This is an optimization exercise on Yosys and OpenROAD, whose aim is small area, a short achievable clock period and few clock cycles per item, not a production implementation.
At most, simulation tests tie the RTL to the original design; equivalence was not proved.
Power and IR drop assume default switching activity.

Design top, start of the top module:
module top(clk, rst, start, i, socin1, socin2, socin3, socin4,
           socout1, socout2, socout3, socout4, outReady);
  input clk, rst, start, i;
  input socin1, socin2, socin3, socin4;
  output socout1, socout2, socout3, socout4;
  output reg outReady;
  reg [5:0] cnt;            
  reg [12:0] c;             
  reg [9:0]  tpos_lo;       
  reg [1:0]  tpos_hi;
  reg [1:0]  tcar;
  reg [12:0] tneg;          
  wire ng = c[12];
  reg sh_c, sh_s, tpos_acc, tpos_fin, a_pre, rec, tneg_clr, tneg_acc;
  reg at15, at23, main_it, horner, out_sh;
  wire main_init = at23 | (at15 & !ng);
  wire [12:0] c_n = sh_c ? {i, c[12:1]} : c;
  wire [5:0] cnt_n = rst ? 6'd0 :
                     (cnt == 6'd0) ? {5'd0, start} :
                     (cnt == 6'd15 && !ng) ? 6'd24 :
                     (cnt == 6'd49) ? 6'd0 : cnt + 6'd1;
  always @(posedge clk) begin
    cnt      <= cnt_n;
    sh_c     <= (cnt_n >= 6'd2)  & (cnt_n <= 6'd14);
    sh_s     <= (cnt_n >= 6'd2)  & (cnt_n <= 6'd11);
  ...
For scale: about 2100 cells after synthesis, roughly 18000 um^2 of cells after synthesis.
Settings: LEC_CHECK=0, ABC_CLOCK_PERIOD_IN_PS=2000, CAP_MARGIN=20, CORE_MARGIN=2, CORE_UTILIZATION=40, PLACE_DENSITY=0.6, SLEW_MARGIN=20; clock period 5.0 ns.
run.sh (not shown) runs the stock make flow with config.mk's settings and CLKGATE_MAP_FILE= SYNTH_SCRIPT=/design/flow/synth_recipe.tcl, a recipe that flattens the netlist after the stock synthesis.
The baseline passed the timing, DRC and antenna checks.
==> next run, changes <==
- ABC_CLOCK_PERIOD_IN_PS: 2000 -> 2500
- SETUP_SLACK_MARGIN: default -> 2.2
First-iteration DRC count rises by 22%. Clock power rises by about 8%. Routed wire length rises by 13%. Via count rises by 8.2%. Total power rises by 5.5%. Cell count rises by 7.4%. Core utilization rises by 8.4 points. Non-clock buffer count rises by 195. Area after synthesis stays the same. Cell area rises by 19%.
==> next run, changes <==
- ABC_CLOCK_PERIOD_IN_PS: 2500 -> default
- SETUP_SLACK_MARGIN: 2.2 -> default
Synthesized area is unchanged; maximum frequency falls by 29%; routed wire length falls by 12%; total power falls by 5.2%; global-route usage falls by 2.2 points; clock skew falls by 0.0044 ns; cell count falls by 6.9%.
Function was not checked in any run of this note: the RTL went through the layout flow alone.

========
Another version of the RTL of top (not shown whole).
Size: about 2300 cells after synthesis, ~250 flip-flops, about 0.019 sq mm of cells after synthesis.
Settings: LEC_CHECK=0, CAP_MARGIN=20, CORE_MARGIN=2, CORE_UTILIZATION=40, PLACE_DENSITY=0.6, SETUP_SLACK_MARGIN=1.6, SLEW_MARGIN=20; clock period 5.0 ns.
Next try:
Settings changed: CTS_CLUSTER_DIAMETER set to 100, CTS_CLUSTER_SIZE set to 20, SETUP_SLACK_MARGIN 1.6 to 1.9.
Non-clock buffer count rose by 54.
Worst setup slack gains 140 ps.
Register-to-register slack is better by 140 ps.
Power shrinks by a few percent.
Next try:
Settings changed: CTS_CLUSTER_DIAMETER 100 to unset, CTS_CLUSTER_SIZE 20 to unset, SETUP_SLACK_MARGIN 1.9 to 2.0.
The new run finished with timing, DRC and antenna clean.
Core utilization is higher by 2.8 points.
Clock-buffer cell count is higher by 12.
Global-route usage is lower by 0.11 points.
Next try:
Settings changed: SETUP_SLACK_MARGIN 2.0 to 1.8.
Outcome: Synthesized area stays the same. Critical path depth shrinks by 2. Count of clock-buffer cells in the layout is unchanged. Maximum frequency shrinks by 3.3%. Die area does not change. Worst hold slack loses 6.5 ps.
Function was not checked in any run of this note: the RTL went through the layout flow alone.

========
top, a different RTL version from the one above (not shown whole).
Size: about 250 flip-flops, roughly 13 I/O pins, roughly 0.020 mm2 of cells after synthesis.
==> flow/design.v (excerpt) <==
module top(clk, rst, start, i, socin1, socin2, socin3, socin4,
           socout1, socout2, socout3, socout4, outReady);
==> flow/config.mk <==
export PLATFORM = sky130hd
export DESIGN_NAME = top
export DESIGN_NICKNAME = top
export VERILOG_FILES = /design/flow/design.v
export SDC_FILE = /design/flow/constraint.sdc
export NUM_CORES = 4
export LEC_CHECK = 0
export CAP_MARGIN = 20
export CORE_MARGIN = 2
export CORE_UTILIZATION = 40
export PLACE_DENSITY = 0.6
export SETUP_SLACK_MARGIN = 2.0
export SLEW_MARGIN = 20
==> flow/constraint.sdc <==
create_clock -name core_clock -period 5.0 [get_ports {clk}]
set_input_delay 1.0000 -clock core_clock [delete_from_list [all_inputs] [get_ports {clk}]]
set_output_delay 1.0000 -clock core_clock [all_outputs]
set_load 0.01 [all_outputs]
The first run produced a clean layout.
Rerun with:
--- a/flow/config.mk
+++ b/flow/config.mk
@@ -10,0 +11,2 @@
+export CTS_BUF_LIST = sky130_fd_sc_hd__clkbuf_4 sky130_fd_sc_hd__clkbuf_8
+export CTS_CLUSTER_SIZE = 30
Effect:
- hold slack stays flat
- synthesized area does not change
- final cell count rose by about 1.3%
- sequential share of layout area fell by 0.12 points
- design area rose by about 0.4%
- register-to-register slack got worse by 0.02 ns
- clock skew rose by 0.021 ns
- setup slack got worse by 0.015 ns
Function was not checked in any run of this note: the RTL went through the layout flow alone.

========
## zinc
Another version of the RTL of top (not shown whole).
Size in the first run: ~2100 cells after synthesis, about 250 flip-flops.
// top
module top(clk, rst, start, i, socin1, socin2, socin3, socin4,
           socout1, socout2, socout3, socout4, outReady);
clock: 5.0 ns
lec_check: 0
cap_margin: 20
core_margin: 2
core_utilization: 40
place_density: 0.6
setup_slack_margin: 1.7
slew_margin: 20
Testbench counts of zinc, summed over its fixed seeds: cycles 21,091, items 512.
For umber, these inputs were changed with respect to zinc:
# zinc
export LEC_CHECK = 0
export CAP_MARGIN = 20
export CORE_MARGIN = 2
export CORE_UTILIZATION = 40
export PLACE_DENSITY = 0.6
export SETUP_SLACK_MARGIN = 1.7
export SLEW_MARGIN = 20
create_clock -name core_clock -period 5.0 [get_ports {clk}]
# umber
export LEC_CHECK = 0
export CAP_MARGIN = 20
export CORE_MARGIN = 2
export CORE_UTILIZATION = 40
export PLACE_DENSITY = 0.6
export SETUP_SLACK_MARGIN = 1.9
export SLEW_MARGIN = 20
create_clock -name core_clock -period 5.0 [get_ports {clk}]
==> comparison <==
Both conditions hold for umber: the flow ran to the end and the final layout passed the timing, DRC and antenna checks.
In the flow results for zinc and umber, the global-route usage is smaller on zinc.
Relative to zinc, power drawn by the combinational cells has increased by about 9% in umber.
umber vs zinc on number of instances on the worst hold path: umber is the lower one.
Measured against umber, the non-clock buffer count of zinc comes out at 0.57 times the reference value.
Master of the slowest instance on the critical path: sky130_fd_sc_hd__a2111oi_4 -> zinc, sky130_fd_sc_hd__fa_2 -> umber
zinc and umber ended up with nearly the same clock group share of total power.
Compared with zinc, umber shows a count of antenna diodes in the layout that is 1 lower.
Row count of cells along the worst register-to-register path: umber higher / zinc lower
Diff zinc..umber | net count after synthesis | unchanged
Clock latency of the later-clocked register in the worst-skew pair: umber vs zinc — no meaningful difference
Looking at power share of the combinational group, umber sits 1.3 points higher than zinc does.
Sort zinc and umber by routed length on met3, descending, and zinc comes first.
> inputs changed (umber -> quartz)
# umber
export LEC_CHECK = 0
export CAP_MARGIN = 20
export CORE_MARGIN = 2
export CORE_UTILIZATION = 40
export PLACE_DENSITY = 0.6
export SETUP_SLACK_MARGIN = 1.9
export SLEW_MARGIN = 20
create_clock -name core_clock -period 5.0 [get_ports {clk}]
# quartz
export LEC_CHECK = 0
export CAP_MARGIN = 20
export CORE_MARGIN = 2
export CORE_UTILIZATION = 55
export PLACE_DENSITY = 0.8
export SETUP_SLACK_MARGIN = 1.8
export SLEW_MARGIN = 20
create_clock -name core_clock -period 5.0 [get_ports {clk}]
## What came out
- Setup WNS umber -> quartz: worse
- Initial standard-cell utilization of the core was higher in quartz than in umber.
- Going from umber to quartz, layout buffer count excluding clock buffers shrank by more than 10%.
- Looking at worst setup path endpoint, the tneg[10]$_DFFE_PP_ result is from umber; the u1.S[24]$_DFFE_PP_ one comes from quartz.
- Across both runs, total power was higher for quartz than for umber.
- quartz vs. umber: total via count after detailed routing went up by 518.
- quartz vs. umber: count of clock-net buffers in the final layout went down by about 9%.
- Portion of the clock cycle consumed by the worst path in the final layout, quartz and umber: larger value in quartz
- quartz vs umber — sequential share of layout area rose 0.68 points.
- Buffer count from post-CTS setup fixing delta for quartz relative to umber: 22 lower
- umber -> quartz: routed wire length decreased by a few percent
Setup changes, quartz to xenon
# quartz
export LEC_CHECK = 0
export CAP_MARGIN = 20
export CORE_MARGIN = 2
export CORE_UTILIZATION = 55
export PLACE_DENSITY = 0.8
export SETUP_SLACK_MARGIN = 1.8
export SLEW_MARGIN = 20
create_clock -name core_clock -period 5.0 [get_ports {clk}]
# xenon
export LEC_CHECK = 0
export CAP_MARGIN = 20
export CORE_MARGIN = 2
export CORE_UTILIZATION = 40
export CTS_CLUSTER_DIAMETER = 100
export CTS_CLUSTER_SIZE = 20
export PLACE_DENSITY = 0.6
export SETUP_SLACK_MARGIN = 1.7
export SLEW_MARGIN = 20
export TNS_END_PERCENT = 50
create_clock -name core_clock -period 5.0 [get_ports {clk}]
### Flow results
The final reports for xenon and quartz show final critical-path required period higher in the former.
xenon vs quartz — maximum vdd drop dropped by more than 10%
Compared with quartz, xenon ends up with a smaller final cell area.
Data required time of the worst path was higher in quartz than in xenon.
Relative to quartz, register fraction of the total cell area has increased by 1.3 points in xenon.
Compared to quartz, xenon shows a narrower setup margin.
Number of nets in the layout: xenon vs quartz down 40
Top achievable clock speed: xenon vs quartz, no meaningful difference
Core util | xenon vs quartz | xenon lower
Number of max-capacitance violations reported: xenon vs quartz identical
Global routing usage summed across all routing layers is higher on quartz

========
top, a different RTL version from the one above (not shown whole).
Size in the first run: roughly 260 flip-flops, about 0.020 mm² of cells after synthesis.
==> flow/design.v (excerpt) <==
module top(clk, rst, start, i, socin1, socin2, socin3, socin4,
           socout1, socout2, socout3, socout4, outReady);
==> flow/config.mk <==
export PLATFORM = sky130hd
export DESIGN_NAME = top
export DESIGN_NICKNAME = top
export VERILOG_FILES = /design/flow/design.v
export SDC_FILE = /design/flow/constraint.sdc
export NUM_CORES = 4
export LEC_CHECK = 0
export CAP_MARGIN = 20
export CORE_MARGIN = 2
export CORE_UTILIZATION = 40
export PLACE_DENSITY = 0.6
export SETUP_SLACK_MARGIN = 1.6
export SLEW_MARGIN = 20
==> flow/constraint.sdc <==
create_clock -name core_clock -period 5.0 [get_ports {clk}]
set_input_delay 1.0000 -clock core_clock [delete_from_list [all_inputs] [get_ports {clk}]]
set_output_delay 1.0000 -clock core_clock [all_outputs]
set_load 0.01 [all_outputs]
==> next run, changes <==
Settings changed: SETUP_SLACK_MARGIN 1.6 to 2.0.
Effect: Total power rises by 6.7%. Die area does not change. Wire length rises by 2.3%. Utilization rises by 3.7 points. Area after synthesis does not change. Combinational power rises by 16%. Setup slack gains 0.23 ns.
==> next run, changes <==
Settings changed: SETUP_SLACK_MARGIN 2.0 to 2.4.
The changed run finished with timing, DRC and antenna clean.
Clock-buffer cell count came out higher by 5.
Wire length rose by 13%.
Cell count grows by 7.5%.
Hold slack got worse by 0.0032 ns.
Flip-flop and latch count stays the same.
Clock power climbs by 12%.
Via count grows by 8.8%.
Utilization went up by 7.5 points.
Non-clock buffer count grows by 220.
Function was not checked in any run of this note: the RTL went through the layout flow alone.

==> re-timing with driven ports <==
The results above use ideal ports. As a check the final layouts listed here were re-extracted and re-timed, cells and wires unchanged. Step 1 assumes that a clkbuf_16 drives the clock port and a buf_2 every other input. Step 2 also shifts input and output timing later by t, the mid clock arrival at the registers, as if the neighbouring blocks saw the same clock. a / b / c = ideal ports / drivers / drivers and shift; a / b = the first two.
| run | shift t [ns] | setup WS [ns] | worst setup path after step 2 |
|---|---|---|---|
| the first run of note 1 | 0.626 | 0.536 / 0.536 / 0.536 | register to register |
| the second run of note 1 | 0.623 | 1.828 / 1.828 / 1.828 | register to register |
| the third run of note 1 | 0.626 | 0.536 / 0.536 / 0.536 | register to register |
| the first run of note 2 | 0.631 | 1.686 / 1.686 / 1.686 | register to register |
| the second run of note 2 | 0.583 | 1.824 / 1.824 / 1.824 | register to register |
| the third run of note 2 | 0.636 | 1.942 / 1.942 / 1.942 | register to register |
| the fourth run of note 2 | 0.635 | 1.838 / 1.838 / 1.838 | register to register |
| the first run of note 3 | 0.660 | 1.881 / 1.881 / 1.881 | register to register |
| the second run of note 3 | 0.701 | 1.866 / 1.866 / 1.866 | register to register |
| zinc | 0.635 | 1.784 / 1.784 / 1.784 | register to register |
| umber | 0.637 | 1.841 / 1.841 / 1.841 | register to register |
| quartz | 0.621 | 1.757 / 1.757 / 1.757 | register to register |
| xenon | 0.581 | 1.751 / 1.751 / 1.751 | register to register |
| the first run of note 5 | 0.599 | 1.726 / 1.726 / 1.726 | register to register |
| the second run of note 5 | 0.637 | 1.953 / 1.953 / 1.953 | register to register |
| the third run of note 5 | 0.604 | 1.949 / 1.949 / 1.949 | register to register |
After both steps every run listed still meets setup and hold.
